This is an optimization exercise on Yosys and OpenROAD, whose aim is small area, a short achievable clock period and few clock cycles per item, not a production implementation. Function was checked by simulation only, so behaviour that the tests miss may differ from the original.

===== design.v =====
module sbox_lin(b, g, m);
    input  [7:0] b;
    output [7:0] g;
    output [9:0] m;
    wire t1  = b[7] ^ b[5];
    wire t2  = ~(b[5] ^ b[1]);
    wire t3  = ~(b[0] ^ t2);
    wire t4  = b[6] ^ b[2];
    wire t5  = b[3] ^ t3;
    wire t6  = b[4] ^ t1;
    wire t7  = b[1] ^ t5;
    wire t8  = b[1] ^ t4;
    wire t9  = t6 ^ t8;
    wire t10 = t6 ^ t7;
    wire t11 = ~(b[3] ^ t1);
    wire t12 = ~(b[6] ^ t9);
    wire t13 = t4 ^ t10;
    wire t14 = t2 ^ t11;
    wire t15 = t12 ^ t14;
    wire t16 = t3 ^ t12;
    wire t17 = t11 ^ t16;
    assign g = {t15, t14, ~b[0], t2, t5, t13, t7, t10};
    assign m = {t12, t9, t17, b[1], t11, t4, t16, t8, t3, t6};
endmodule
module sbox_mul(g, m, p);
    input  [7:0] g;
    input  [9:0] m;
    output [3:0] p;
    wire t1  = ~(g[5] & g[1]);
    wire t2  = ~(m[1] & m[0]);
    wire t3  = ~(g[4] & g[0]);
    wire t4  = ~(g[7] & g[3]);
    wire t5  = ~(m[9] & m[8]);
    wire t6  = ~(g[6] | g[2]);
    wire t7  = ~(g[7] | g[3]);
    wire t8  = ~(m[9] | m[8]);
    wire t9  = ~(m[7] | m[6]);
    wire t10 = ~(m[3] & m[2]);
    wire t11 = ~(m[5] & m[4]);
    wire t12 = ~(m[3] | m[2]);
    wire t13 = t1 ^ t2;
    wire t14 = t3 ^ t2;
    wire t15 = t4 ^ t13;
    wire t16 = t5 ^ t14;
    wire t17 = t9 ^ t10;
    wire t18 = t11 ^ t12;
    wire t19 = t6 ^ t15;
    wire t20 = t7 ^ t16;
    assign p[3] = t19 ^ t17;
    assign p[2] = t20 ^ t18;
    assign p[1] = t8 ^ t15;
    assign p[0] = t6 ^ t16;
endmodule
module sbox_inv(p, l);
    input  [3:0] p;
    output [3:0] l;
    wire u1  = ~(p[3] & p[0]);
    wire u2  = ~(u1 | p[2]);
    wire u3  = ~(p[2] & p[0]);
    wire u4  = p[1] ^ u3;
    wire u5  = ~(p[2] | u4);
    wire u6  = ~(p[1] & u4);
    wire u7  = ~(p[3] | u4);
    wire u8  = ~(u7 | u2);
    wire u9  = ~(u5 ^ u7);
    wire u10 = ~(u9 ^ p[3]);
    wire u11 = ~(u6 & u8);
    wire u12 = ~(u8 & p[1]);
    wire u13 = ~(p[0] ^ u12);
    wire u14 = ~(u1 & p[2]);
    wire u15 = ~(u9 & u14);
    assign l = {u13, u11, u15, u10};
endmodule
module sbox_bot(g, m, l, Sb);
    input  [7:0] g;
    input  [9:0] m;
    input  [3:0] l;
    output [7:0] Sb;
    wire k4 = l[3] ^ l[2];
    wire k3 = l[3] ^ l[1];
    wire k2 = l[2] ^ l[0];
    wire k1 = k3 ^ k2;
    wire k0 = l[1] ^ l[0];
    wire [17:0] e;
    assign e[17] = ~(g[2] & l[2]);
    assign e[16] = ~(g[3] & l[3]);
    assign e[15] = ~(m[8] & k4);
    assign e[14] = ~(m[2] & k1);
    assign e[13] = ~(m[4] & k2);
    assign e[12] = ~(m[6] & k3);
    assign e[11] = ~(g[0] & l[0]);
    assign e[10] = ~(g[1] & l[1]);
    assign e[9]  = ~(m[0] & k0);
    assign e[8]  = ~(g[6] & l[2]);
    assign e[7]  = ~(g[7] & l[3]);
    assign e[6]  = ~(m[9] & k4);
    assign e[5]  = ~(m[3] & k1);
    assign e[4]  = ~(m[5] & k2);
    assign e[3]  = ~(m[7] & k3);
    assign e[2]  = ~(g[4] & l[0]);
    assign e[1]  = ~(g[5] & l[1]);
    assign e[0]  = ~(m[1] & k0);
    wire E11 = e[17] ^ e[16];
    wire E10 = e[15] ^ e[16];
    wire E9  = e[14] ^ e[13];
    wire E8  = e[12] ^ e[13];
    wire E7  = e[11] ^ e[10];
    wire E6  = e[9]  ^ e[10];
    wire E5  = e[8]  ^ e[7];
    wire E4  = e[6]  ^ e[7];
    wire E3  = e[5]  ^ e[4];
    wire E2  = e[3]  ^ e[4];
    wire E1  = e[2]  ^ e[1];
    wire E0  = e[0]  ^ e[1];
    wire v1  = E9 ^ E7;
    wire v2  = E1 ^ v1;
    wire v3  = E3 ^ v2;
    wire v4  = E5 ^ E3;
    wire v5  = E4 ^ v4;
    wire v6  = E4 ^ E0;
    wire v7  = E11 ^ E7;
    wire v8  = v1 ^ v4;
    wire v9  = v1 ^ v6;
    wire v10 = E2 ^ v5;
    wire v11 = E10 ^ E8;
    wire v12 = ~(v3 ^ v11);
    wire v13 = v10 ^ v12;
    wire v14 = ~(v3 ^ v7);
    wire v15 = ~(E10 ^ E6);
    wire v16 = v6 ^ v14;
    assign Sb = {v15, v13, v8, v14, v11, v9, v12, v16};
endmodule
module sm4_top (
    clk,rst,start,i_plaintext,i_key,
    o_data,o_done
);
    input           clk;
    input           rst;
    input           start;
    input           i_plaintext;
    input           i_key;
    output          o_data;
    output          o_done;
    localparam [1:0] PH_LOAD = 2'd0, PH_COMP = 2'd1, PH_OUT = 2'd2;
    localparam [127:0] FK = {32'ha3b1bac6, 32'h56aa3350, 32'h677d9197, 32'hb27022dc};
    localparam [6:0] COMP_LAST = 7'd100;
    reg     [1:0]   phase;
    reg     [6:0]   cnt;
    reg     [1:0]   m3;
    reg     [4:0]   rnd;
    reg             done_r;
    reg             data_r;
    reg             comp;    
    reg             outp;    
    reg             wk;      
    reg             wd;      
    reg             krot;    
    reg             kins;    
    reg             klate;   
    reg             kd;
    reg     [31:0]  kr0, kr1, kr2, kr3;
    reg     [31:0]  dr0, dr1, dr2, dr3;
    reg     [31:0]  pre;     
    reg     [31:0]  s1b;     
    reg     [15:0]  s1p;     
    reg     [31:0]  s2s;     
    reg  [31:0] ck;
    always @(*) begin
        case (rnd)
            5'd0: ck = 32'h00070e15;
            5'd1: ck = 32'h1c232a31;
            5'd2: ck = 32'h383f464d;
            5'd3: ck = 32'h545b6269;
            5'd4: ck = 32'h70777e85;
            5'd5: ck = 32'h8c939aa1;
            5'd6: ck = 32'ha8afb6bd;
            5'd7: ck = 32'hc4cbd2d9;
            5'd8: ck = 32'he0e7eef5;
            5'd9: ck = 32'hfc030a11;
            5'd10: ck = 32'h181f262d;
            5'd11: ck = 32'h343b4249;
            5'd12: ck = 32'h50575e65;
            5'd13: ck = 32'h6c737a81;
            5'd14: ck = 32'h888f969d;
            5'd15: ck = 32'ha4abb2b9;
            5'd16: ck = 32'hc0c7ced5;
            5'd17: ck = 32'hdce3eaf1;
            5'd18: ck = 32'hf8ff060d;
            5'd19: ck = 32'h141b2229;
            5'd20: ck = 32'h30373e45;
            5'd21: ck = 32'h4c535a61;
            5'd22: ck = 32'h686f767d;
            5'd23: ck = 32'h848b9299;
            5'd24: ck = 32'ha0a7aeb5;
            5'd25: ck = 32'hbcc3cad1;
            5'd26: ck = 32'hd8dfe6ed;
            5'd27: ck = 32'hf4fb0209;
            5'd28: ck = 32'h10171e25;
            5'd29: ck = 32'h2c333a41;
            5'd30: ck = 32'h484f565d;
            5'd31: ck = 32'h646b7279;
        endcase
    end
    always @(posedge clk) begin
        if (m3 == 2'd2)
            pre <= kr1 ^ kr2 ^ ck ^ dr3;
        else
            pre <= dr1 ^ dr2 ^ kr0 ^ kr3;
    end
    wire [31:0] b = pre ^ kr0 ^ dr0;
    wire [31:0] p1;
    genvar gi;
    generate
        for (gi = 0; gi < 4; gi = gi + 1) begin : st1
            wire [7:0] g;
            wire [9:0] m;
            sbox_lin lin(.b(b[8*gi+7:8*gi]), .g(g), .m(m));
            sbox_mul mul(.g(g), .m(m), .p(p1[4*gi+3:4*gi]));
        end
    endgenerate
    always @(posedge clk) begin
        s1b <= b;
        s1p <= p1;
    end
    wire [31:0] s;
    generate
        for (gi = 0; gi < 4; gi = gi + 1) begin : st2
            wire [7:0] g;
            wire [9:0] m;
            wire [3:0] l;
            sbox_lin lin(.b(s1b[8*gi+7:8*gi]), .g(g), .m(m));
            sbox_inv inv(.p(s1p[4*gi+3:4*gi]), .l(l));
            sbox_bot bot(.g(g), .m(m), .l(l), .Sb(s[8*gi+7:8*gi]));
        end
    endgenerate
    always @(posedge clk) begin
        s2s <= s;
    end
    wire [31:0] lk = s2s ^ {s2s[18:0], s2s[31:19]} ^ {s2s[8:0], s2s[31:9]};
    wire [31:0] ld = s2s ^ {s2s[29:0], s2s[31:30]} ^ {s2s[21:0], s2s[31:22]}
                         ^ {s2s[13:0], s2s[31:14]} ^ {s2s[7:0], s2s[31:8]};
    wire [31:0] nk = kr3 ^ lk;
    wire [31:0] nd = dr3 ^ ld;
    wire fk = FK[7'd127 - cnt];
    wire kbit = i_key ^ fk;
    always @(posedge clk) kd <= kbit;
    always @(posedge clk) begin
        if (wk)
            kr0 <= nk;
        else if (krot)
            kr0 <= kr3;
        else
            kr0 <= {kr0[30:0], klate ? kd : kbit};
        kr1 <= (krot | kins) ? kr0 : kr3;
        kr2 <= kr1;
        kr3 <= kr2;
    end
    always @(posedge clk) begin
        if (wd)
            dr0 <= nd;
        else if (comp)
            dr0 <= dr3;
        else
            dr0 <= {dr0[30:0], outp ? dr0[31] : dr1[31]};
        if (comp) begin
            dr1 <= dr0;
            dr2 <= dr1;
            dr3 <= dr2;
        end else begin
            dr3 <= {dr3[30:0], outp ? dr3[31] : i_plaintext};
            dr2 <= {dr2[30:0], outp ? dr2[31] : dr3[31]};
            dr1 <= {dr1[30:0], outp ? dr1[31] : dr2[31]};
        end
    end
    wire [6:0] kn = cnt + 7'd1;
    wire [1:0] q = kn[6:5];
    wire       tap = (q == 2'd0) ? dr0[30] : (q == 2'd1) ? dr3[30] :
                     (q == 2'd2) ? dr2[30] : dr1[30];
    wire       comp_end = comp & (cnt == COMP_LAST);
    wire       out_end  = outp & (cnt == 7'd127);
    reg  [1:0] phase_n;
    reg  [6:0] cnt_n;
    reg  [1:0] m3_n;
    reg  [4:0] rnd_n;
    always @(*) begin
        phase_n = phase;
        cnt_n   = kn;
        m3_n    = 2'd2;
        rnd_n   = 5'd0;
        if (!start) begin
            phase_n = PH_LOAD;
            cnt_n   = 7'd0;
        end else if (phase == PH_LOAD) begin
            if (cnt == 7'd127) phase_n = PH_COMP;
        end else if (comp) begin
            m3_n  = (m3 == 2'd2) ? 2'd0 : m3 + 2'd1;
            rnd_n = (m3 == 2'd0) ? rnd + 5'd1 : rnd;
            if (comp_end) begin
                phase_n = PH_OUT;
                cnt_n   = 7'd0;
            end
        end else begin
            if (out_end) phase_n = PH_LOAD;
        end
    end
    always @(posedge clk or negedge rst) begin
        if (!rst) begin
            phase  <= PH_LOAD;
            cnt    <= 7'd0;
            m3     <= 2'd2;
            rnd    <= 5'd0;
            comp   <= 1'b0;
            outp   <= 1'b0;
            wk     <= 1'b0;
            wd     <= 1'b0;
            krot   <= 1'b0;
            kins   <= 1'b0;
            klate  <= 1'b0;
            done_r <= 1'b0;
        end else begin
            phase  <= phase_n;
            cnt    <= cnt_n;
            m3     <= m3_n;
            rnd    <= rnd_n;
            comp   <= (phase_n == PH_COMP);
            outp   <= (phase_n == PH_OUT);
            wk     <= (phase_n == PH_COMP) & (m3_n == 2'd2) & (cnt_n >= 7'd3);
            wd     <= (phase_n == PH_COMP) & (m3_n == 2'd0) & (cnt_n >= 7'd7);
            krot   <= (phase_n == PH_COMP) & (cnt_n != 7'd0);
            kins   <= (phase_n == PH_LOAD) & (cnt_n[4:0] == 5'd0);
            klate  <= ((phase_n == PH_LOAD) & (cnt_n >= 7'd96)) |
                      ((phase_n == PH_COMP) & (cnt_n == 7'd0));
            done_r <= start & (comp_end | (outp & ~out_end));
        end
    end
    always @(posedge clk)
        data_r <= start & (comp_end ? nd[31] : (outp & ~out_end & tap));
    assign o_done = done_r;
    assign o_data = data_r;
endmodule

===== flow/run.sh =====
#!/bin/bash
# The standard ORFS layout (standard.sh), with two synthesis changes:
#  - ADDER_MAP_FILE empty: Yosys's full/half-adder extraction would turn the
#    XOR/AND pairs of the S-box and linear layers into slow adder cells that
#    ABC cannot restructure.
#  - the 3-input XOR/XNOR cells are added to DONT_USE_CELLS (on top of the
#    platform's list): ABC chains them in the linear layers, and they are
#    slower than trees of 2-input XORs.
set -euo pipefail
PLATFORM_DONT_USE=$(sed -n '/^export DONT_USE_CELLS += /,/^#/p' \
    "$FLOW_HOME/platforms/sky130hd/config.mk" | grep -o 'sky130_fd_sc_hd__[a-z0-9_]*' | tr '\n' ' ')
EXTRA="sky130_fd_sc_hd__xor3_1 sky130_fd_sc_hd__xor3_2 sky130_fd_sc_hd__xor3_4 sky130_fd_sc_hd__xnor3_1 sky130_fd_sc_hd__xnor3_2 sky130_fd_sc_hd__xnor3_4"
bash standard.sh ADDER_MAP_FILE= "DONT_USE_CELLS=$PLATFORM_DONT_USE $EXTRA" finish > standard.log 2>&1

===== standard.sh =====
#!/bin/bash
# synth_recipe.tcl (not shown) runs the flow's synth.tcl, then flattens the netlist and writes it again
# the make line also repeats each setting of config.mk as NAME=value (left out here)
make -C /OpenROAD-flow-scripts/flow DESIGN_CONFIG=/design/flow/config.mk WORK_HOME=/design/flow/orfs CLKGATE_MAP_FILE= SYNTH_SCRIPT=/design/flow/synth_recipe.tcl "${@:-finish}"

===== config.mk =====
export PLATFORM = sky130hd
export DESIGN_NAME = sm4_top
export DESIGN_NICKNAME = sm4_top
export VERILOG_FILES = /design/flow/design.v
export SDC_FILE = /design/flow/constraint.sdc
export NUM_CORES = 4
export LEC_CHECK = 0
export ABC_AREA = 1
export CAP_MARGIN = 20
export CORE_MARGIN = 2
export CORE_UTILIZATION = 40
export CTS_CLUSTER_DIAMETER = 80
export CTS_CLUSTER_SIZE = 24
export SETUP_SLACK_MARGIN = 4.0
export SLEW_MARGIN = 20

===== constraint.sdc =====
create_clock -name core_clock -period 6.5 [get_ports {clk}]
set_input_delay 1.3000 -clock core_clock [delete_from_list [all_inputs] [get_ports {clk}]]
set_output_delay 1.3000 -clock core_clock [all_outputs]
set_load 0.01 [all_outputs]

==> results of run 1 <==
==> timing repair <==
action,in CTS,in global routing
resized for setup,5,155
endpoints found under the hold margin,0,0
hold buffers,0,0
endpoints found under the setup margin,26,39
pin swaps,0,10
buffers inserted,1,5
gates cloned,0,0
==> synthesized netlist by cell type, drive strengths merged <==
| master | count | area [um^2] |
|---|---|---|
| clkbuf | 79 | 296.5 |
| o311ai | 1 | 8.760 |
| xnor2 | 236 | 2067 |
| buf | 12 | 47.55 |
| o21a | 1 | 7.510 |
| nor3 | 4 | 20.02 |
| nand3 | 320 | 1692 |
| o2111ai | 1 | 8.760 |
| or2 | 8 | 50.04 |
| a22oi | 1 | 7.510 |
| o32ai | 1 | 8.760 |
| nand4 | 28 | 175.2 |
| a31oi | 3 | 18.77 |
| a21oi | 136 | 680.7 |
| o22ai | 4 | 25.02 |
| o21bai | 2 | 15.01 |
| nand2 | 1259 | 4826 |
| clkinv | 5 | 18.77 |
| nand3b | 13 | 97.59 |
| xor2 | 223 | 1983 |
| inv | 360 | 1354 |
| dfxtp | 370 | 7407 |
| o21ai | 246 | 1269 |
| dfrtp | 23 | 575.6 |
| nor4 | 3 | 18.77 |
| o31ai | 4 | 30.03 |
| o211ai | 6 | 45.04 |
| nor2 | 106 | 405.4 |
| dfstp | 1 | 26.28 |
| a211oi | 1 | 7.510 |
==> cells by family (layout without fill, tap and decap cells) <==
family / Yosys count / in the layout / synth area share
xor gates and xnor gates: 459 / 459 / 0.1746
DFF: 394 / 394 / 0.3453
buffers and inverters: 456 / 427 / 0.07402
AOI/OAI and AO/OA: 407 / 407 / 0.09193
and+or+nand+nor: 1741 / 1741 / 0.3141
==> final cells by class <==
type | instances | area [um^2] | area share
Inverter | 365 | 1376 | 0.05435
Clock buffer | 29 | 650.6 | 0.02569
Multi-Input combinational cell | 2607 | 13910 | 0.5493
Sequential cell | 394 | 8071 | 0.3187
Timing Repair Buffer | 21 | 181.4 | 0.007164
Tap cell | 765 | 957.2 | 0.03780
Clock inverter | 12 | 176.4 | 0.006967
==> state kept, by name, indices dropped and copies added (netlist names), 2 cells and up <==
name,flops
dr0,32
dr1,32
dr2,32
dr3,32
kr0,32
kr1,32
kr2,32
kr3,32
pre,32
s1b,32
s2s,32
s1p,16
cnt,7
rnd,5
m3,2
phase,2
==> stage by stage <==
stage | setup slack, ns | hold slack [ns]
floorplan | 4.360 | 0.3487
global placement | 3.545 | 0.3510
detailed placement | 3.499 | 0.3546
CTS | 4.012 | 0.3577
global route | 3.965 | 0.3635
finish | 4.065 | 0.3572
==> layer usage <==
layer  routed length (um)  track usage  vias up
li1                     -            -    10730
met1                30280       0.2875     9424
met2                28240       0.3459      404
met3                 2455      0.01946       85
met4                 1736      0.05595        0
met5                    0            0        -
==> how the worst min path moves through the flow <==
stage	to	start	slack, ns	cells past startpoint
2_1_floorplan	kr2[14]	kr1[14]	0.35	0
3_5_place_dp	kr3[31]	kr2[31]	0.35	0
3_3_place_gp	kr3[16]	kr2[16]	0.35	0
5_1_grt	kr2[12]	kr1[12]	0.36	0
6_report	kr2[20]	kr1[20]	0.36	0
4_1_cts	kr2[12]	kr1[12]	0.36	0
==> flow_summary.yaml, run 1 <==
cells_and_area:
  area_growth_pct: 9.187
  layout_commonest_cell: "nand2_1"
  final_cell_mix: "nand2_1, dfxtp_1, inv_1"
  fin_util: 0.4406
  nets: 3418
  n_fill_cell: 6029
  finalInstanceArea_um2: 25320
  drive_gt1_frac: 0.08751
  finalNonFillerCells: 4193
  diodes: 0
setup_path:
  crit_path_max_fanout: 1
  worstReg2RegStart: "rnd[1]"
  cp_slowest_stage_delay_ns: 0.30
  critPathLaunchType: "flop"
  reg2reg_slack_ns: 4.15
  setup.worst_path.class: "reg -> out"
  worstPathRequired_ns: 5.20
  crit_family: "flip-flops"
  worst_path_max_delay_cell: "dfxtp_1"
  cp_cell_sequence: "dlygate4sd2_1"
  end_kind: "primary output"
  critical_path_arrival_ns: 1.14
  reg2reg_depth: 8
  r2r-end: "pre[6]"
  endpoint: "o_data"
  worstSetupStartpoint: "data_r"
  critPathBufInv: 1
  crit_cells: 1
global_route:
  antenna_found_initial: 0
  grtUsageTotal: 0.2080
  grt-ovfl-total: 0
  grt_pass1_wl_mm: 101.4
  grt_pass1_vias: 18940
  grt_max_degree: 99
route:
  vias: 20650
  drt-vias-per-instance: 4.924
  wl_mm: 62.72
  first_iter_violations: 1523
  drtPass1Iterations: 5
  drc: 0
  drtAntennaViolNets: 0
  wl_per_cell_um: 14.96
yosys:
  yosysSeqAreaShare: 0.3453
  synth_nets: 3462
  synth_area_per_cell_um2: 6.709
  ys_types: 41
  syn-instance-count: 3457
  syn_area_um2: 23190
  ys.warnings.count: 1
  postSynthRegisterBits: 394
clock_network:
  cts_tree: "done"
  cts.sink_count: 394
  insertion_delay_ns: 0.58
  numCtsBuffers: 24
  htree_levels: 1
  clkSlewWorstSetupHoldPaths_ns: 0.10
  root_buffer: "clkbuf_16"
  clockBufferDepth: 3
placement:
  dp.cells: 4146
  io_buffers: 6
  finalWeightedCongestion: 0.8769
  hpwl_mm: 45.86
  postPlaceCellArea_um2: 23950
floorplan:
  ios: 7
  die_y_um: 244.8
  core_um2: 57480
  die-area_um2: 59920
  placementRows: 88
  dieWidth_um: 244.8
  start_util: 0.4035
timing:
  timing.fmax_ghz: 0.4106
  slew_headroom: 0.3089
  finalHoldViolCount: 0
  setup_viol: 0
  worst_slew_pin_slew_ns: 1.030
  period_share: 0.3747
  skew_ns: 0.02455
  period_needed_ns: 2.435
  rsz0062_at_grt: "true"
  tns_ns: 0
  maxSlewViolCount: 0
worst_hold_path:
  hold_class: "reg -> reg"
status:
  outcome: "no timing/DRC/antenna violations"
flow_run:
  drv_cap: 0
Testbench counts, summed over its fixed seeds: cycles 22,848, blocks 64.
==> inputs of run 2 (changes only) <==
--- a/config.mk
+++ b/config.mk
@@ -8,8 +8,8 @@
 export ABC_AREA = 1
 export CAP_MARGIN = 20
 export CORE_MARGIN = 2
-export CORE_UTILIZATION = 40
-export CTS_CLUSTER_DIAMETER = 80
-export CTS_CLUSTER_SIZE = 24
-export SETUP_SLACK_MARGIN = 4.0
+export CORE_UTILIZATION = 55
+export CTS_CLUSTER_DIAMETER = 100
+export CTS_CLUSTER_SIZE = 30
+export SETUP_SLACK_MARGIN = 4.1
 export SLEW_MARGIN = 20
==> flow_summary.yaml, run 2 <==
floorplan:
  placementRows: 75
  die-area_um2: 43830
  die_y_um: 209.3
  core_um2: 41760
  dieWidth_um: 209.3
  start_util: 0.5554
  ios: 7
yosys:
  synth-adder-area-share: 0
  synth_compound_area_frac: 0.09193
  synthTopCellsByArea: "dfxtp_1, nand2_1, xnor2_1, xor2_1, nand3_1"
  ys_async_sr_fraction: 0.06091
  ys.warnings.count: 1
  syn-instance-count: 3457
  yosysTopAreaCell: "dfxtp_1"
  synth_flop_cell: "dfxtp_1"
  synth-simple-area-share: 0.3141
  synth_mux_area_frac: 0
  ys_types: 41
  yosysTopAreaCellShare: 0.3194
  postSynthRegisterBits: 394
  synth_nets: 3462
  syn_area_um2: 23190
  synth-edff-count: 0
  synthTopCellsByCount: "nand2_1, dfxtp_1, inv_1"
  synth_top_family_by_area: "simple AND/OR/NAND/NOR gates"
  synth-xor-area-share: 0.1746
  synth.most_common_cell: "nand2_1"
  synth_area_per_cell_um2: 6.709
  yosysSeqAreaShare: 0.3453
timing:
  period_share: 0.3644
  finalHoldViolCount: 0
  maxSlewViolCount: 0
  skew_ns: 0.03040
  setup_viol: 0
  worst_slew_pin_slew_ns: 1.009
  slew_headroom: 0.3272
  period_needed_ns: 2.369
  tns_ns: 0
  rsz0062_at_grt: "true"
  timing.fmax_ghz: 0.4222
clock_network:
  htree_levels: 1
  postCtsHoldBufs: 0
  numCtsBuffers: 18
  cts_tree: "done"
  insertion_delay_ns: 0.56
  root_buffer: "clkbuf_16"
  clkSlewWorstSetupHoldPaths_ns: 0.12
  clockBufferDepth: 3
  cts.sink_count: 394
setup_path:
  worstSetupStartpoint: "done_r"
  end_kind: "primary output"
  critPathLaunchType: "flop"
  reg2reg_depth: 10
  worstReg2RegStart: "rnd[1]"
  cp_slowest_stage_delay_ns: 0.38
  crit_family: "flip-flops"
  r2r-end: "pre[22]"
  critical_path_arrival_ns: 1.07
  reg2reg_slack_ns: 4.21
  crit_path_max_fanout: 1
  cp_cell_sequence: "buf_2"
  setup.worst_path.class: "reg -> out"
  worst_path_max_delay_cell: "dfrtp_1"
  worstPathRequired_ns: 5.20
  critPathBufInv: 1
global_route:
  antenna_found_initial: 0
  grt_pass1_vias: 19450
  grt_max_degree: 106
  grtUsageTotal: 0.2917
  grt-ovfl-total: 0
  grt_pass1_wl_mm: 102.7
route:
  wl_mm: 65.93
  vias: 21240
  first_iter_violations: 1576
  drt-vias-per-instance: 5.333
  drtPass1Iterations: 6
  drc: 0
  drtAntennaViolNets: 0
  wl_per_cell_um: 16.56
cells_and_area:
  finalInstanceArea_um2: 25410
  area_growth_pct: 9.581
  diodes: 0
  finalNonFillerCells: 3982
  final_cell_mix: "nand2_1, inv_1, dfxtp_1"
  layout_commonest_cell: "nand2_1"
  drive_gt1_frac: 0.1211
  nets: 3441
flow_run:
  drv_cap: 0
status:
  outcome: "no timing/DRC/antenna violations"
placement:
  postPlaceCellArea_um2: 23660
  io_buffers: 6
  hpwl_mm: 47.55
  finalWeightedCongestion: 0.9027
  dp.cells: 3919
worst_hold_path:
  hold_class: "reg -> reg"
  min-delay-start: "kr1[27]"
  hold-path-cell-count: 0
  holdPathEnd: "kr2[27]"
==> run 2: worst reg2reg max path, cell delays in order, from the launching register on <==
cell and delay [ns]:
dfrtp_1 0.63, nand2_1 0.23, inv_1 0.07, nor2_1 0.35, inv_1 0.13, nand3_1 0.11
nand2_1 0.11, xor2_2 0.19, xor2_1 0.18, a21oi_1 0.13, inv_1 0.05
==> run 2: how the worst max path moves through the flow <==
stage | endpoint | cells past startpoint | slack (ns)
floorplan | rnd[2] | 6 | 4.36
global placement | rnd[2] | 7 | 3.58
detailed placement | rnd[2] | 7 | 3.54
CTS | s2s[22] | 18 | 4.11
global route | s2s[22] | 17 | 4.03
finish | o_done | 1 | 4.13
==> run 2: area by class of cell <==
class	count	area, um^2
multi-input combinational	2607	14280
tap	539	674.4
clock inverter	5	63.81
sequential	394	8113
clock buffer	22	508.0
fill	3938	16340
timing repair buffer	50	387.9
inverter	365	1388
==> run 2: layer usage <==
layer  routed length, um  GRT usage
met1               29810     0.4049
met3                3855    0.02873
met4                1625    0.07020
met2               30640     0.4899
met5                   0          0
==> run 2: cell families (layout without fill, tap and decap cells) <==
kind of cell	Yosys count	after routing
buffers and inverters	456	442
AO/OA/AOI/OAI	407	407
XOR/XNOR	459	459
AND/OR/NAND/NOR	1741	1741
flip-flops	394	394
==> run 2: through the flow <==
stage / hold slack (ns) / setup slack (ns) / util
after detailed placement: 0.3545 / 3.540 / 0.5667
final: 0.3498 / 4.131 / 0.6086
after floorplan: 0.3487 / 4.360 / -
after CTS: 0.3552 / 4.106 / 0.5806
after global routing: 0.3594 / 4.030 / 0.6086
after global placement: 0.3515 / 3.584 / 0.5667
==> run 2: what timing repair did <==
item                                    in CTS  in global routing
pin swaps                                    1                 39
endpoints found under the setup margin      12                 93
resized for setup                           14                273
setup buffers                                0                 36
==> inputs of run 3 (changes only) <==
--- a/config.mk
+++ b/config.mk
@@ -8,8 +8,8 @@
 export ABC_AREA = 1
 export CAP_MARGIN = 20
 export CORE_MARGIN = 2
-export CORE_UTILIZATION = 55
+export CORE_UTILIZATION = 40
 export CTS_CLUSTER_DIAMETER = 100
 export CTS_CLUSTER_SIZE = 30
-export SETUP_SLACK_MARGIN = 4.1
+export SETUP_SLACK_MARGIN = 4.2
 export SLEW_MARGIN = 20
==> flow_summary.yaml, run 3 <==
clock_network:
  cts.sink_count: 394
  cts_tree: "done"
  insertion_delay_ns: 0.55
  clockBufferDepth: 3
  root_buffer: "clkbuf_16"
  htree_levels: 1
  clkSlewWorstSetupHoldPaths_ns: 0.12
  numCtsBuffers: 18
floorplan:
  start_util: 0.4035
  ios: 7
  die-area_um2: 59920
  placementRows: 88
  dieWidth_um: 244.8
  core_um2: 57480
  die_y_um: 244.8
yosys:
  synthTopCellsByCount: "nand2_1, dfxtp_1, inv_1"
  postSynthRegisterBits: 394
  yosysTopAreaCellShare: 0.3194
  ys_async_sr_fraction: 0.06091
  yosysTopAreaCell: "dfxtp_1"
  synth_nets: 3462
  synth-edff-count: 0
  synth.most_common_cell: "nand2_1"
  yosysSeqAreaShare: 0.3453
  synth_flop_cell: "dfxtp_1"
  ys.warnings.count: 1
  syn_area_um2: 23190
  ys_types: 41
  synth_area_per_cell_um2: 6.709
  syn-instance-count: 3457
  synthTopCellsByArea: "dfxtp_1, nand2_1, xnor2_1, xor2_1, nand3_1"
setup_path:
  critPathLaunchType: "flop"
  critPathBufInv: 1
  cp_slowest_stage_delay_ns: 0.37
  end_kind: "primary output"
  critical_path_arrival_ns: 1.06
  worstPathRequired_ns: 5.20
  crit_path_max_fanout: 1
  worst_path_max_delay_cell: "dfrtp_1"
  crit_family: "flip-flops"
  cp_cell_sequence: "buf_2"
  setup.worst_path.class: "reg -> out"
cells_and_area:
  final_cell_mix: "nand2_1, inv_1, dfxtp_1"
  area_growth_pct: 15.94
  drive_gt1_frac: 0.1764
  fin_util: 0.4678
  n_fill_cell: 5861
  diodes: 0
  nets: 3480
  layout_commonest_cell: "nand2_1"
timing:
  skew_ns: 0.02608
  timing.fmax_ghz: 0.4243
  rsz0062_at_grt: "true"
  period_needed_ns: 2.357
  fin_worst_hold_slack_ns: 0.3620
  period_share: 0.3626
  finalHoldViolCount: 0
  setup_viol: 0
  slew_headroom: 0.3282
  maxSlewViolCount: 0
  worst_slew_pin_slew_ns: 1.002
  tns_ns: 0
route:
  wl_per_cell_um: 15.26
  wl_mm: 64.80
  drtAntennaViolNets: 0
  drt-vias-per-instance: 4.964
  vias: 21080
  drtPass1Iterations: 5
  drc: 0
  first_iter_violations: 1451
placement:
  finalWeightedCongestion: 0.8769
  io_buffers: 6
  hpwl_mm: 45.86
worst_hold_path:
  hold_class: "reg -> reg"
global_route:
  grt_max_degree: 99
  antenna_found_initial: 0
  grtUsageTotal: 0.2070
  grt_pass1_vias: 18860
  grt-ovfl-total: 0
  grt_pass1_wl_mm: 101.0
status:
  outcome: "no timing/DRC/antenna violations"
flow_run:
  drv_cap: 0
## run 3: per-layer routing
layer | wire (um) | global-route usage
met1 | 30200 | 0.2873
met2 | 30010 | 0.3453
met3 | 3001 | 0.01902
met4 | 1593 | 0.05147
met5 | 0 | 0
## run 3: final timing paths
kind                       startpoint      to  slack, ns  depth (start not counted)
setup / recovery               done_r  o_done       4.14                          1
hold / removal                 kr2[9]  kr3[9]       0.36                          0
setup reg to reg               s1b[6]  s2s[6]       4.28                         17
hold reg to reg                kr2[9]  kr3[9]       0.36                          0
max in group asynchronous         rst    comp       5.39                          1
min in group asynchronous         rst  cnt[6]       0.71                          1
## run 3: cell type report
| class | instances | area (um^2) | area share |
|---|---|---|---|
| clock buffers | 20 | 479.2 | 0.01782 |
| clock inverters | 6 | 70.07 | 0.002606 |
| inverters | 365 | 1405 | 0.05226 |
| multi-input cells | 2607 | 15130 | 0.5626 |
| flip-flops and latches | 394 | 8153 | 0.3032 |
| well taps | 765 | 957.2 | 0.03560 |
| repair buffers | 89 | 695.7 | 0.02587 |
## run 3: per-stage QoR
| stage | std cells | instance area (um^2) | setup WS, ns |
|---|---|---|---|
| floorplan | 3457 | 23190 | 4.360 |
| global placement | 4146 | 23950 | 3.545 |
| detailed placement | 4146 | 23950 | 3.499 |
| CTS | 4176 | 24640 | 4.126 |
| global route | 4246 | 26890 | 4.028 |
| finish | 4246 | 26890 | 4.143 |
## run 3: cell families after synthesis
| family | Yosys count | synth area share |
|---|---|---|
| and+or+nand+nor | 1741 | 0.3141 |
| buffers and inverters | 456 | 0.07402 |
| xor gates and xnor gates | 459 | 0.1746 |
| AOI/OAI and AO/OA | 407 | 0.09193 |
| DFF | 394 | 0.3453 |
## run 3: timing repair
item | in CTS | in global routing
endpoints found under the setup margin | 86 | 85
pin swaps | 1 | 96
buffers inserted | 4 | 70
hold buffers | 0 | 0
gates resized for setup | 41 | 486
## run 3: worst register-to-register path: cells and delay by family (launching register included)
kind | cells | cell delay [ns]
and+or+nand+nor | 16 | 1.67
DFF | 1 | 0.36
buffers and inverters | 1 | 0.08
==> inputs of run 4 (changes only) <==
--- a/config.mk
+++ b/config.mk
@@ -11,5 +11,5 @@
 export CORE_UTILIZATION = 40
 export CTS_CLUSTER_DIAMETER = 100
 export CTS_CLUSTER_SIZE = 30
-export SETUP_SLACK_MARGIN = 4.2
+export SETUP_SLACK_MARGIN = 4.1
 export SLEW_MARGIN = 20
==> flow_summary.yaml, run 4 <==
status:
  outcome: "no timing/DRC/antenna violations"
clock_network:
  clkSlewWorstSetupHoldPaths_ns: 0.12
  cts.sink_count: 394
  htree_levels: 1
  clockBufferDepth: 3
  postCtsHoldBufs: 0
  cts_tree: "done"
  numCtsBuffers: 18
  insertion_delay_ns: 0.56
  root_buffer: "clkbuf_16"
global_route:
  grt_pass1_wl_mm: 100.9
  grt-ovfl-total: 0
  grt_max_degree: 99
  antenna_found_initial: 0
  grtUsageTotal: 0.2069
  grt_pass1_vias: 18830
setup_path:
  critPathLaunchType: "flop"
  cp_cell_sequence: "buf_2"
  worst_path_max_delay_cell: "dfrtp_1"
  cp_slowest_stage_delay_ns: 0.37
  critical_path_arrival_ns: 1.06
  worstPathRequired_ns: 5.20
  worstReg2RegStart: "m3[1]"
  reg2reg_slack_ns: 4.22
  reg2reg_depth: 8
  r2r-end: "pre[13]"
  setup.worst_path.class: "reg -> out"
  crit_family: "flip-flops"
  critPathBufInv: 1
  crit_path_max_fanout: 1
  end_kind: "primary output"
timing:
  setup_viol: 0
  finalHoldViolCount: 0
  rsz0062_at_grt: "true"
  period_share: 0.3633
  period_needed_ns: 2.362
  timing.fmax_ghz: 0.4235
  slew_headroom: 0.3106
  fin_worst_hold_slack_ns: 0.3612
  skew_ns: 0.02674
  tns_ns: 0
  maxSlewViolCount: 0
  worst_slew_pin_slew_ns: 1.028
flow_run:
  drv_cap: 0
route:
  drtAntennaViolNets: 0
  drt-vias-per-instance: 4.944
  drtPass1Iterations: 5
  drc: 0
  first_iter_violations: 1486
  vias: 20790
  wl_mm: 63.55
  wl_per_cell_um: 15.11
yosys:
  ys_async_sr_fraction: 0.06091
  yosysTopAreaCellShare: 0.3194
  synth.most_common_cell: "nand2_1"
  synth_nets: 3462
  postSynthRegisterBits: 394
  ys.warnings.count: 1
  ys_types: 41
  syn-instance-count: 3457
  synthTopCellsByArea: "dfxtp_1, nand2_1, xnor2_1, xor2_1, nand3_1"
  synthTopCellsByCount: "nand2_1, dfxtp_1, inv_1"
  yosysTopAreaCell: "dfxtp_1"
  synth-edff-count: 0
  synth_flop_cell: "dfxtp_1"
  synth_area_per_cell_um2: 6.709
  syn_area_um2: 23190
  yosysSeqAreaShare: 0.3453
floorplan:
  ios: 7
  die_y_um: 244.8
  placementRows: 88
  die-area_um2: 59920
  start_util: 0.4035
  dieWidth_um: 244.8
  core_um2: 57480
worst_hold_path:
  min-delay-start: "kr2[9]"
  hold_class: "reg -> reg"
  holdPathEnd: "kr3[9]"
  hold-path-cell-count: 0
cells_and_area:
  finalNonFillerCells: 4205
  fin_util: 0.4484
  drive_gt1_frac: 0.1270
  nets: 3439
  n_fill_cell: 5973
  area_growth_pct: 11.13
  diodes: 0
  layout_commonest_cell: "nand2_1"
  final_cell_mix: "nand2_1, inv_1, dfxtp_1"
placement:
  hpwl_mm: 45.86
  io_buffers: 6
  dp.cells: 4146
  finalWeightedCongestion: 0.8769
-- run 4: cell counts after synthesis --
Identical to the previous run, type by type.
-- run 4: final cells by class --
class                           count  area [um^2]  area share
Timing Repair Buffer               48        385.4     0.01495
Clock inverter                      6        70.07    0.002719
Clock buffer                       20        479.2     0.01859
Sequential cell                   394         8114      0.3148
Inverter                          365         1386     0.05379
Multi-Input combinational cell   2607        14380      0.5580
Tap cell                          765        957.2     0.03714
-- run 4: through the flow --
stage	worst slack [ns]	area (um^2)
finish	4.138	25770
global route	4.001	25770
CTS	4.125	24550
detailed placement	3.499	23950
global placement	3.545	23950
floorplan	4.360	23190
-- run 4: routing by layer --
layer	GRT usage	wire length [um]	part of all wire	vias to the layer above
li1	-	-	-	10760
met2	0.3449	29040	0.46	427
met1	0.2870	30070	0.47	9519
met4	0.05147	1583	0.025	0
met5	0	0	0	-
met3	0.01902	2856	0.045	80
-- run 4: repair_timing --
item                       in CTS  in global routing
setup endpoints to repair      34                 48
pin swaps                       0                 48
gates resized for setup        14                304
gates cloned                    0                  0
setup buffers                   4                 29
-- run 4: how the worst max path moves through the flow --
stage          cells after the start  slack [ns]  startpoint     end
2_1_floorplan                      6        4.36       start  rnd[2]
3_3_place_gp                       7        3.54       start  rnd[2]
3_5_place_dp                       7        3.50       start  rnd[2]
4_1_cts                           12        4.13     dr0[11]  s1p[5]
5_1_grt                           19        4.00      s1p[2]  s2s[6]
6_report                           1        4.14      done_r  o_done
-- run 4: logic make-up after synthesis --
| family | Yosys count | share of synthesized area |
|---|---|---|
| AOI/OAI and AO/OA | 407 | 0.09193 |
| xor gates and xnor gates | 459 | 0.1746 |
| buffers and inverters | 456 | 0.07402 |
| DFF | 394 | 0.3453 |
| and+or+nand+nor | 1741 | 0.3141 |
==> inputs of run 5 (changes only) <==
--- a/config.mk
+++ b/config.mk
@@ -8,8 +8,8 @@
 export ABC_AREA = 1
 export CAP_MARGIN = 20
 export CORE_MARGIN = 2
-export CORE_UTILIZATION = 40
+export CORE_UTILIZATION = 50
 export CTS_CLUSTER_DIAMETER = 100
-export CTS_CLUSTER_SIZE = 30
+export CTS_CLUSTER_SIZE = 28
 export SETUP_SLACK_MARGIN = 4.1
 export SLEW_MARGIN = 20
==> flow_summary.yaml, run 5 <==
floorplan:
  start_util: 0.5089
  dieWidth_um: 219.4
  ios: 7
  core_um2: 45580
  die_y_um: 219.4
  die-area_um2: 48120
  placementRows: 78
route:
  wl_mm: 65.22
  drtAntennaViolNets: 0
  vias: 21070
  drt-vias-per-instance: 5.231
  first_iter_violations: 1495
  wl_per_cell_um: 16.19
  drc: 0
  drtPass1Iterations: 9
yosys:
  synth-adder-area-share: 0
  yosysTopAreaCellShare: 0.3194
  yosysSeqAreaShare: 0.3453
  synth-simple-area-share: 0.3141
  synth.most_common_cell: "nand2_1"
  ys.warnings.count: 1
  synth-edff-count: 0
  synth_nets: 3462
  synth_compound_area_frac: 0.09193
  yosysTopAreaCell: "dfxtp_1"
  syn-instance-count: 3457
  ys_async_sr_fraction: 0.06091
  postSynthRegisterBits: 394
  synthTopCellsByCount: "nand2_1, dfxtp_1, inv_1"
  synth_flop_cell: "dfxtp_1"
  synthTopCellsByArea: "dfxtp_1, nand2_1, xnor2_1, xor2_1, nand3_1"
  ys_types: 41
  synth_area_per_cell_um2: 6.709
  synth-xor-area-share: 0.1746
  syn_area_um2: 23190
  synth_top_family_by_area: "simple AND/OR/NAND/NOR gates"
  synth_mux_area_frac: 0
placement:
  place_ws_ns: 3.456
  dp.cells: 3980
  postPlaceCellArea_um2: 23730
  finalWeightedCongestion: 0.9006
  io_buffers: 6
  hpwl_mm: 47.91
setup_path:
  worst_path_max_delay_cell: "dfrtp_1"
  setup.worst_path.class: "reg -> out"
  crit_path_max_fanout: 1
  critPathLaunchType: "flop"
  cp_cell_sequence: "buf_2"
  worstReg2RegStart: "s1p[4]"
  crit_family: "flip-flops"
  cp_slowest_stage_delay_ns: 0.38
  critPathBufInv: 1
  critical_path_arrival_ns: 1.07
  worstSetupStartpoint: "done_r"
  end_kind: "primary output"
  worstPathRequired_ns: 5.20
timing:
  rsz0062_at_grt: "true"
  worst_slew_pin_slew_ns: 1.011
  timing.fmax_ghz: 0.4219
  setup_viol: 0
  fin_worst_hold_slack_ns: 0.3637
  fin_ws_ns: 4.130
  slew_headroom: 0.3255
  tns_ns: 0
  skew_ns: 0.04566
  finalHoldViolCount: 0
  period_share: 0.3646
  maxSlewViolCount: 0
  period_needed_ns: 2.370
cells_and_area:
  diodes: 0
  nets: 3428
  final_cell_mix: "nand2_1, inv_1, dfxtp_1"
  area_growth_pct: 9.840
  fin_util: 0.5589
  drive_gt1_frac: 0.1184
  finalInstanceArea_um2: 25470
  layout_commonest_cell: "nand2_1"
  finalNonFillerCells: 4028
clock_network:
  numCtsBuffers: 19
  insertion_delay_ns: 0.56
  root_buffer: "clkbuf_16"
  clkSlewWorstSetupHoldPaths_ns: 0.11
  clockBufferDepth: 3
  htree_levels: 1
  cts_tree: "done"
  cts.sink_count: 394
global_route:
  grt_max_degree: 95
  antenna_found_initial: 0
  grt_pass1_vias: 18980
  grt-ovfl-total: 0
  grt_pass1_wl_mm: 101.9
  grtUsageTotal: 0.2672
flow_run:
  drv_cap: 0
worst_hold_path:
  hold_class: "reg -> reg"
  min-delay-start: "kr2[8]"
status:
  outcome: "no timing/DRC/antenna violations"
-- run 5: cell counts after synthesis --
No cell type changed its count.
-- run 5: cell type report --
class | instances | area, um^2
sequential | 394 | 8119
timing repair buffer | 36 | 290.3
tap | 600 | 750.7
inverter | 365 | 1378
clock buffer | 22 | 486.7
clock inverter | 4 | 88.84
multi-input combinational | 2607 | 14360
fill | 4361 | 20100
-- run 5: what timing repair did --
action	CTS	global route
hold buffers	0	0
gates resized for setup	24	279
buffers inserted	3	19
hold endpoints to repair	0	0
setup endpoints to repair	31	45
pin swaps	0	30
-- run 5: metal layers --
metal	part of all wire	vias up	global-route usage	wire, um
met5	0	-	0	0
met4	0.024	0	0.06599	1578
met3	0.046	89	0.02287	3026
met2	0.45	447	0.4347	29370
met1	0.48	9780	0.3816	31240
li1	-	10750	-	-
-- run 5: final timing paths --
| kind | endpoint | slack, ns | cells after the start |
|---|---|---|---|
| min | kr3[8] | 0.36 | 0 |
| max in group asynchronous | comp | 5.40 | 1 |
| min in group asynchronous | m3[0] | 0.70 | 1 |
| min reg2reg | kr3[8] | 0.36 | 0 |
| max reg2reg | s2s[10] | 4.23 | 11 |
| max | o_done | 4.13 | 1 |
-- run 5: cell families (layout without fill, tap and decap cells) --
| kind of cell | count (synthesis) | after routing |
|---|---|---|
| AOI/OAI and AO/OA | 407 | 407 |
| DFF | 394 | 394 |
| xor gates and xnor gates | 459 | 459 |
| buffers and inverters | 456 | 427 |
| and+or+nand+nor | 1741 | 1741 |
==> inputs of run 6 (changes only) <==
--- a/design.v
+++ b/design.v
@@ -161,7 +161,7 @@
     reg     [31:0]  kr0, kr1, kr2, kr3;
     reg     [31:0]  dr0, dr1, dr2, dr3;
     reg     [31:0]  pre;     
-    reg     [31:0]  s1b;     
+    reg     [71:0]  s1g;     
     reg     [15:0]  s1p;     
     reg     [31:0]  s2s;     
     reg  [31:0] ck;
@@ -208,7 +208,8 @@
             pre <= dr1 ^ dr2 ^ kr0 ^ kr3;
     end
     wire [31:0] b = pre ^ kr0 ^ dr0;
-    wire [31:0] p1;
+    wire [15:0] p1;
+    wire [71:0] gm1;
     genvar gi;
     generate
         for (gi = 0; gi < 4; gi = gi + 1) begin : st1
@@ -216,21 +217,20 @@
             wire [9:0] m;
             sbox_lin lin(.b(b[8*gi+7:8*gi]), .g(g), .m(m));
             sbox_mul mul(.g(g), .m(m), .p(p1[4*gi+3:4*gi]));
+            assign gm1[18*gi+17:18*gi] = {g, m};
         end
     endgenerate
     always @(posedge clk) begin
-        s1b <= b;
+        s1g <= gm1;
         s1p <= p1;
     end
     wire [31:0] s;
     generate
         for (gi = 0; gi < 4; gi = gi + 1) begin : st2
-            wire [7:0] g;
-            wire [9:0] m;
             wire [3:0] l;
-            sbox_lin lin(.b(s1b[8*gi+7:8*gi]), .g(g), .m(m));
             sbox_inv inv(.p(s1p[4*gi+3:4*gi]), .l(l));
-            sbox_bot bot(.g(g), .m(m), .l(l), .Sb(s[8*gi+7:8*gi]));
+            sbox_bot bot(.g(s1g[18*gi+17:18*gi+10]), .m(s1g[18*gi+9:18*gi]), .l(l),
+                         .Sb(s[8*gi+7:8*gi]));
         end
     endgenerate
     always @(posedge clk) begin
--- a/config.mk
+++ b/config.mk
@@ -8,8 +8,8 @@
 export ABC_AREA = 1
 export CAP_MARGIN = 20
 export CORE_MARGIN = 2
-export CORE_UTILIZATION = 50
+export CORE_UTILIZATION = 40
 export CTS_CLUSTER_DIAMETER = 100
-export CTS_CLUSTER_SIZE = 28
+export CTS_CLUSTER_SIZE = 30
 export SETUP_SLACK_MARGIN = 4.1
 export SLEW_MARGIN = 20
==> flow_summary.yaml, run 6 <==
route:
  wl_per_cell_um: 15.46
  wl_mm: 61.51
  drc: 0
  first_iter_violations: 1328
  drtPass1Iterations: 9
  drtAntennaViolNets: 0
  drt-vias-per-instance: 4.827
  vias: 19210
cells_and_area:
  layout_commonest_cell: "nand2_1"
  multiInputGateArea_um2: 13410
  final_cell_mix: "nand2_1, dfxtp_1, inv_1"
  nets: 3209
  diodes: 0
  n_fill_cell: 5922
  fin_util: 0.4426
  seqCellArea_um2: 8905
  largest_reg_flops: 72
  finalInstanceArea_um2: 25580
  regMostFlops: "s1g"
  area_growth_pct: 8.993
  drive_gt1_frac: 0.1357
  finalNonFillerCells: 3979
yosys:
  yosysSeqAreaShare: 0.3753
  ys_types: 43
  ys.warnings.count: 1
  synth-edff-count: 0
  ys_async_sr_fraction: 0.05530
  syn_area_um2: 23470
  synth_nets: 3240
  synth.most_common_cell: "nand2_1"
  postSynthRegisterBits: 434
  syn-instance-count: 3235
  synthTopCellsByCount: "nand2_1, dfxtp_1, inv_1"
  synthTopCellsByArea: "dfxtp_1, nand2_1, xnor2_1, xor2_1, nand3_1"
  yosysTopAreaCellShare: 0.3497
  synth_flop_cell: "dfxtp_1"
  synth_area_per_cell_um2: 7.255
  yosysTopAreaCell: "dfxtp_1"
global_route:
  grtUsageTotal: 0.2035
  grt_max_degree: 120
  grt_pass1_wl_mm: 97.92
  antenna_found_initial: 0
  grt_pass1_vias: 17880
  grt-ovfl-total: 0
timing:
  period_share: 0.3604
  tns_ns: 0
  worst_slew_pin_slew_ns: 0.9412
  rsz0062_at_grt: "true"
  timing.fmax_ghz: 0.4269
  skew_ns: 0.03204
  finalHoldViolCount: 0
  maxSlewViolCount: 0
  setup_viol: 0
  period_needed_ns: 2.343
  slew_headroom: 0.3704
floorplan:
  core_um2: 57810
  die-area_um2: 60630
  dieWidth_um: 246.2
  ios: 7
  die_y_um: 246.2
  start_util: 0.4060
  placementRows: 88
placement:
  hpwl_mm: 45.49
  postPlaceCellArea_um2: 24250
  finalWeightedCongestion: 0.8778
  dp.cells: 3927
  io_buffers: 6
flow_run:
  drv_cap: 0
setup_path:
  end_kind: "primary output"
  setup.worst_path.class: "reg -> out"
  critPathLaunchType: "flop"
  crit_path_max_fanout: 1
  worst_path_max_delay_cell: "dfrtp_1"
  critPathBufInv: 1
  crit_family: "flip-flops"
  cp_cell_sequence: "clkbuf_2"
  worstPathRequired_ns: 5.20
  cp_slowest_stage_delay_ns: 0.37
  critical_path_arrival_ns: 1.04
clock_network:
  cts.sink_count: 434
  insertion_delay_ns: 0.57
  cts_tree: "done"
  root_buffer: "clkbuf_16"
  clkSlewWorstSetupHoldPaths_ns: 0.12
  numCtsBuffers: 21
  postCtsHoldBufs: 0
  htree_levels: 1
  clockBufferDepth: 3
worst_hold_path:
  hold_class: "reg -> reg"
status:
  outcome: "no timing/DRC/antenna violations"
[run 6: repair_timing]
action                                  CTS  global route
gates resized for setup                   7           151
pin swaps                                 0            22
endpoints found under the hold margin     0             0
endpoints found under the setup margin    6            44
buffers inserted                          1            17
[run 6: worst paths after layout]
check	slack, ns	cells past startpoint	endpoint	start
max	4.16	1	o_done	done_r
min	0.34	0	kr3[21]	kr2[21]
max reg2reg	4.18	9	pre[14]	rnd[1]
min reg2reg	0.34	0	kr3[21]	kr2[21]
max in group asynchronous	5.14	2	comp	rst
min in group asynchronous	1.07	2	wd	rst
[run 6: through the flow]
step           setup WS, ns  hold slack, ns
6_report              4.157          0.3432
3_5_place_dp          3.573          0.3545
5_1_grt               4.020          0.3583
2_1_floorplan         4.403          0.3487
3_3_place_gp          3.648          0.3508
4_1_cts               4.023          0.3472
[run 6: cells by family (layout without fill, tap and decap cells)]
family                    count (synthesis)  after routing  synth area share
xor gates and xnor gates                467            467            0.1778
DFF                                     434            434            0.3753
AOI/OAI and AO/OA                       404            404           0.08956
and+or+nand+nor                        1494           1494            0.2875
buffers and inverters                   436            415           0.06983
[run 6: cell type report]
cell class | instances | share of cell area
Inverter | 346 | 0.05091
Multi-Input combinational cell | 2365 | 0.5241
Clock inverter | 8 | 0.005233
Sequential cell | 434 | 0.3481
Timing Repair Buffer | 36 | 0.01277
Tap cell | 765 | 0.03742
Clock buffer | 25 | 0.02152
[run 6: layer usage]
layer	track usage	wire length, um	share of wire	vias to the layer above
met4	0.05401	1641	0.027	0
met5	0	0	0	-
met1	0.2812	29070	0.47	8687
met3	0.02919	3267	0.053	89
met2	0.3307	27530	0.45	398
li1	-	-	-	10030
Testbench counts of run 6, summed over its fixed seeds: cycles 22,848, blocks 64.
==> inputs of run 7 (changes only) <==
--- a/config.mk
+++ b/config.mk
@@ -9,7 +9,7 @@
 export CAP_MARGIN = 20
 export CORE_MARGIN = 2
 export CORE_UTILIZATION = 40
-export CTS_CLUSTER_DIAMETER = 100
-export CTS_CLUSTER_SIZE = 30
+export CTS_CLUSTER_DIAMETER = 90
+export CTS_CLUSTER_SIZE = 26
 export SETUP_SLACK_MARGIN = 4.1
 export SLEW_MARGIN = 20
==> flow_summary.yaml, run 7 <==
global_route:
  grt_pass1_vias: 17920
  grt_pass1_wl_mm: 97.98
  grtUsageTotal: 0.2037
  antenna_found_initial: 0
  grt-ovfl-total: 0
  grt_max_degree: 120
yosys:
  syn_area_um2: 23470
  ys_types: 43
  yosysSeqAreaShare: 0.3753
  synth-edff-count: 0
  synth.most_common_cell: "nand2_1"
  ys.warnings.count: 1
  synth_nets: 3240
  yosysTopAreaCell: "dfxtp_1"
  ys_async_sr_fraction: 0.05530
  synthTopCellsByArea: "dfxtp_1, nand2_1, xnor2_1, xor2_1, nand3_1"
  yosysTopAreaCellShare: 0.3497
  postSynthRegisterBits: 434
  synthTopCellsByCount: "nand2_1, dfxtp_1, inv_1"
  synth_flop_cell: "dfxtp_1"
  syn-instance-count: 3235
  synth_area_per_cell_um2: 7.255
floorplan:
  ios: 7
  start_util: 0.4060
  placementRows: 88
  core_um2: 57810
  die_y_um: 246.2
  die-area_um2: 60630
  dieWidth_um: 246.2
setup_path:
  reg2reg_slack_ns: 4.18
  end_kind: "primary output"
  r2r-end: "pre[14]"
  crit_family: "flip-flops"
  reg2reg_depth: 9
  critical_path_arrival_ns: 1.06
  cp_slowest_stage_delay_ns: 0.37
  critPathBufInv: 1
  crit_cells: 1
  crit_path_max_fanout: 1
  cp_cell_sequence: "clkbuf_2"
  setup.worst_path.class: "reg -> out"
  worstPathRequired_ns: 5.20
  worst_path_max_delay_cell: "dfrtp_1"
  critPathLaunchType: "flop"
  worstReg2RegStart: "rnd[1]"
cells_and_area:
  n_fill_cell: 5888
  layout_commonest_cell: "nand2_1"
  finalNonFillerCells: 3986
  area_growth_pct: 9.643
  multiInputGateArea_um2: 13420
  diodes: 0
  nets: 3212
  seqCellArea_um2: 8897
  drive_gt1_frac: 0.1366
  regMostFlops: "s1g"
  largest_reg_flops: 72
  final_cell_mix: "nand2_1, dfxtp_1, inv_1"
worst_hold_path:
  hold_class: "reg -> reg"
  holdPathEnd: "kr3[21]"
  min-delay-start: "kr2[21]"
  hold-path-cell-count: 0
timing:
  tns_ns: 0
  finalHoldViolCount: 0
  setup_viol: 0
  timing.fmax_ghz: 0.4235
  period_share: 0.3633
  skew_ns: 0.02200
  slew_headroom: 0.3803
  period_needed_ns: 2.361
  worst_slew_pin_slew_ns: 0.9265
  rsz0062_at_grt: "true"
  maxSlewViolCount: 0
route:
  wl_per_cell_um: 15.50
  first_iter_violations: 1300
  drc: 0
  vias: 19220
  wl_mm: 61.78
  drtAntennaViolNets: 0
  drt-vias-per-instance: 4.822
  drtPass1Iterations: 5
flow_run:
  drv_cap: 0
clock_network:
  htree_levels: 1
  postCtsHoldBufs: 0
  clkSlewWorstSetupHoldPaths_ns: 0.10
  clockBufferDepth: 3
  root_buffer: "clkbuf_16"
  cts.sink_count: 434
  insertion_delay_ns: 0.59
  cts_tree: "done"
  numCtsBuffers: 25
placement:
  hpwl_mm: 45.49
  dp.cells: 3927
  finalWeightedCongestion: 0.8778
  io_buffers: 6
status:
  outcome: "no timing/DRC/antenna violations"
==> run 7: layer usage <==
layer / GRT usage / share of wire / vias to the layer above
met3: 0.03028 / 0.054 / 91
met5: 0 / 0 / -
met4: 0.05276 / 0.024 / 0
met1: 0.2810 / 0.47 / 8690
li1: - / - / 10050
met2: 0.3313 / 0.45 / 391
==> run 7: area by class of cell <==
| cell class | instances | share of cell area |
|---|---|---|
| Tap cell | 765 | 0.03719 |
| Clock buffer | 26 | 0.02446 |
| Inverter | 346 | 0.05071 |
| Timing Repair Buffer | 35 | 0.01196 |
| Multi-Input combinational cell | 2365 | 0.5213 |
| Sequential cell | 434 | 0.3457 |
| Clock inverter | 15 | 0.008654 |
==> run 7: per-stage QoR <==
step	hold slack [ns]	worst slack (ns)	area (um^2)	util
after floorplan	0.3487	4.403	23470	-
after global placement	0.3508	3.648	24250	0.4195
after detailed placement	0.3545	3.573	24250	0.4195
after CTS	0.3585	4.007	25120	0.4346
final	0.3543	4.139	25730	0.4452
after global routing	0.3730	4.044	25730	0.4452
==> run 7: worst max path at each step <==
stage                     startpoint       to  slack (ns)
after global routing         dr0[29]  s1p[15]        4.04
final                         done_r   o_done        4.14
after global placement         start   rnd[3]        3.65
after floorplan                start       wk        4.40
after detailed placement       start   rnd[3]        3.57
after CTS                     done_r   o_done        4.01
==> run 7: cell families (layout without fill, tap and decap cells) <==
| family | after synthesis | after routing | synth area share |
|---|---|---|---|
| and+or+nand+nor | 1494 | 1494 | 0.2875 |
| xor gates and xnor gates | 467 | 467 | 0.1778 |
| buffers and inverters | 436 | 422 | 0.06983 |
| DFF | 434 | 434 | 0.3753 |
| AOI/OAI and AO/OA | 404 | 404 | 0.08956 |
==> run 7: worst register-to-register path: cells and delay by family (launching register included) <==
family,cells,cell delay [ns]
AOI/OAI and AO/OA,2,0.69
xor gates and xnor gates,1,0.23
buffers and inverters,1,0.10
DFF,1,0.71
and+or+nand+nor,5,0.55
==> run 7: what timing repair did <==
item,CTS,global route
resized for setup,7,147
endpoints found under the setup margin,6,42
pin swaps,0,19
setup buffers,1,16
==> inputs of run 8 (changes only) <==
--- a/config.mk
+++ b/config.mk
@@ -8,8 +8,8 @@
 export ABC_AREA = 1
 export CAP_MARGIN = 20
 export CORE_MARGIN = 2
-export CORE_UTILIZATION = 40
+export CORE_UTILIZATION = 60
 export CTS_CLUSTER_DIAMETER = 90
-export CTS_CLUSTER_SIZE = 26
-export SETUP_SLACK_MARGIN = 4.1
+export CTS_CLUSTER_SIZE = 28
+export SETUP_SLACK_MARGIN = 4.05
 export SLEW_MARGIN = 20
==> flow_summary.yaml, run 8 <==
route:
  drc: 0
  wl_per_cell_um: 16.89
  drt-vias-per-instance: 5.396
  drtPass1Iterations: 6
  first_iter_violations: 1377
  wl_mm: 62.76
  drtAntennaViolNets: 0
  vias: 20050
yosys:
  yosysTopAreaCellShare: 0.3497
  ys_types: 43
  ys.warnings.count: 1
  synth-edff-count: 0
  syn-instance-count: 3235
  postSynthRegisterBits: 434
  synth_flop_cell: "dfxtp_1"
  synthTopCellsByCount: "nand2_1, dfxtp_1, inv_1"
  synthTopCellsByArea: "dfxtp_1, nand2_1, xnor2_1, xor2_1, nand3_1"
  synth_area_per_cell_um2: 7.255
  ys_async_sr_fraction: 0.05530
  yosysSeqAreaShare: 0.3753
  synth.most_common_cell: "nand2_1"
  synth_nets: 3240
  yosysTopAreaCell: "dfxtp_1"
  syn_area_um2: 23470
cells_and_area:
  regMostFlops: "s1g"
  area_growth_pct: 6.786
  nets: 3195
  largest_reg_flops: 72
  diodes: 0
  finalInstanceArea_um2: 25060
  layout_commonest_cell: "nand2_1"
  drive_gt1_frac: 0.1238
  final_cell_mix: "nand2_1, dfxtp_1, inv_1"
worst_hold_path:
  hold_class: "reg -> reg"
clock_network:
  cts.sink_count: 434
  root_buffer: "clkbuf_16"
  clockBufferDepth: 3
  numCtsBuffers: 21
  htree_levels: 1
  cts_tree: "done"
  insertion_delay_ns: 0.56
  clkSlewWorstSetupHoldPaths_ns: 0.11
timing:
  setup_viol: 0
  worst_slew_pin_slew_ns: 1.009
  period_share: 0.3706
  period_needed_ns: 2.409
  timing.fmax_ghz: 0.4151
  maxSlewViolCount: 0
  tns_ns: 0
  rsz0062_at_grt: "true"
  finalHoldViolCount: 0
  skew_ns: 0.01729
  slew_headroom: 0.3261
setup_path:
  end_kind: "primary output"
  setup.worst_path.class: "reg -> out"
  crit_family: "flip-flops"
  worst_path_max_delay_cell: "dfxtp_1"
  critical_path_arrival_ns: 1.11
  cp_slowest_stage_delay_ns: 0.32
  critPathBufInv: 1
  critPathLaunchType: "flop"
  worstPathRequired_ns: 5.20
  crit_path_max_fanout: 1
  cp_cell_sequence: "clkdlybuf4s15_1"
floorplan:
  start_util: 0.6073
  die-area_um2: 40720
  dieWidth_um: 201.8
  placementRows: 72
  ios: 7
  die_y_um: 201.8
  core_um2: 38650
global_route:
  antenna_found_initial: 0
  grt-ovfl-total: 0
  grtUsageTotal: 0.3062
  grt_pass1_vias: 19240
  grt_max_degree: 81
  grt_pass1_wl_mm: 100.3
placement:
  io_buffers: 6
  hpwl_mm: 45.69
  finalWeightedCongestion: 0.8980
  postPlaceCellArea_um2: 23920
status:
  outcome: "no timing/DRC/antenna violations"
flow_run:
  drv_cap: 0
[run 8: cell count changes in the layout (fill, tap and decap cells not counted), sizes merged]
cell,before,now
buf,30,17
bufinv,2,3
clkinv,6,4
clkbuf,27,23
clkdlybuf4s15,0,1
inv,351,348
clkdlybuf4s50,4,3
clkinvlp,2,0
[run 8: through the flow]
| stage | setup slack, ns | instances | util | hold slack [ns] |
|---|---|---|---|---|
| after floorplan | 4.403 | 3235 | - | 0.3487 |
| after global routing | 4.025 | 3716 | 0.6485 | 0.3728 |
| after global placement | 3.653 | 3678 | 0.6190 | 0.3521 |
| final | 4.091 | 3716 | 0.6485 | 0.3633 |
| after detailed placement | 3.599 | 3678 | 0.6190 | 0.3541 |
| after CTS | 3.995 | 3710 | 0.6375 | 0.3582 |
[run 8: final timing paths]
path / startpoint / end / slack [ns] / cells after the start
worst max-delay path: data_r / o_data / 4.09 / 1
worst min-delay path: kr1[23] / kr2[23] / 0.36 / 0
worst max register to register: dr0[3] / s1p[3] / 4.22 / 15
worst min register to register: kr1[23] / kr2[23] / 0.36 / 0
max in group asynchronous: rst / comp / 5.39 / 1
min in group asynchronous: rst / klate / 0.71 / 1
[run 8: layer usage]
metal  vias up  share of wire  global-route usage
met4         0          0.037              0.1024
met3       166          0.065             0.04273
met5         -              0                   0
li1      10030              -                   -
met1      9285           0.44              0.4110
met2       569           0.45              0.5085
[run 8: repair_timing]
| item | 4_1_cts | 5_1_grt |
|---|---|---|
| gates cloned | 0 | 0 |
| pin swaps | 0 | 9 |
| setup endpoints to repair | 6 | 35 |
| gates resized for setup | 3 | 124 |
| setup buffers | 1 | 6 |
| hold buffers | 0 | 0 |
[run 8: cell families (layout without fill, tap and decap cells)]
logic type,after synthesis,count (layout),share of synthesized area
simple gates,1494,1494,0.2875
xor+xnor,467,467,0.1778
buf+inv,436,399,0.06983
flops,434,434,0.3753
compound gates,404,404,0.08956
[run 8: layout make-up]
cell class | instances | area [um^2]
sequential | 434 | 8879
tap | 518 | 648.1
multi-input combinational | 2365 | 13330
inverter | 346 | 1304
clock inverter | 9 | 168.9
timing repair buffer | 22 | 202.7
fill | 3468 | 13580
clock buffer | 22 | 529.3

==> static timing again, ports no longer ideal <==
The flow's constraints put no driver on any port. The routed layouts listed below were extracted and timed again, unchanged, in two steps.
Step 1: set_driving_cell puts a clkbuf_16 on clk and a buf_2 on each other input, an assumption about the parent block.
Step 2 adds t to the input delays and takes it off the output delays; t is the mean of the earliest and latest rising clock arrival at the registers after step 1. Input paths then give back, and output paths get back, about the clock's delay inside the block.
Three values: ideal ports, drivers, drivers and shift; two values: the first two.
| run | shift t [ns] | slack for setup (ns) | worst setup path after step 2 |
|---|---|---|---|
| run 1 | 0.627 | 4.065 / 4.000 / 3.611 | input to register |
| run 2 | 0.601 | 4.131 / 4.071 / 3.687 | input to register |
| run 3 | 0.599 | 4.143 / 4.084 / 4.074 | input to register |
| run 4 | 0.605 | 4.138 / 4.079 / 3.666 | input to register |
| run 5 | 0.608 | 4.130 / 4.063 / 3.618 | input to register |
| run 6 | 0.617 | 4.157 / 4.097 / 3.652 | input to register |
| run 7 | 0.635 | 4.139 / 4.080 / 3.655 | input to register |
| run 8 | 0.607 | 4.091 / 4.031 / 3.640 | input to register |
After both steps setup and hold are still met in every run listed. For run 5, which loses most, drivers alone change the setup slack by -0.067 ns; drivers and shift together by -0.512 ns.
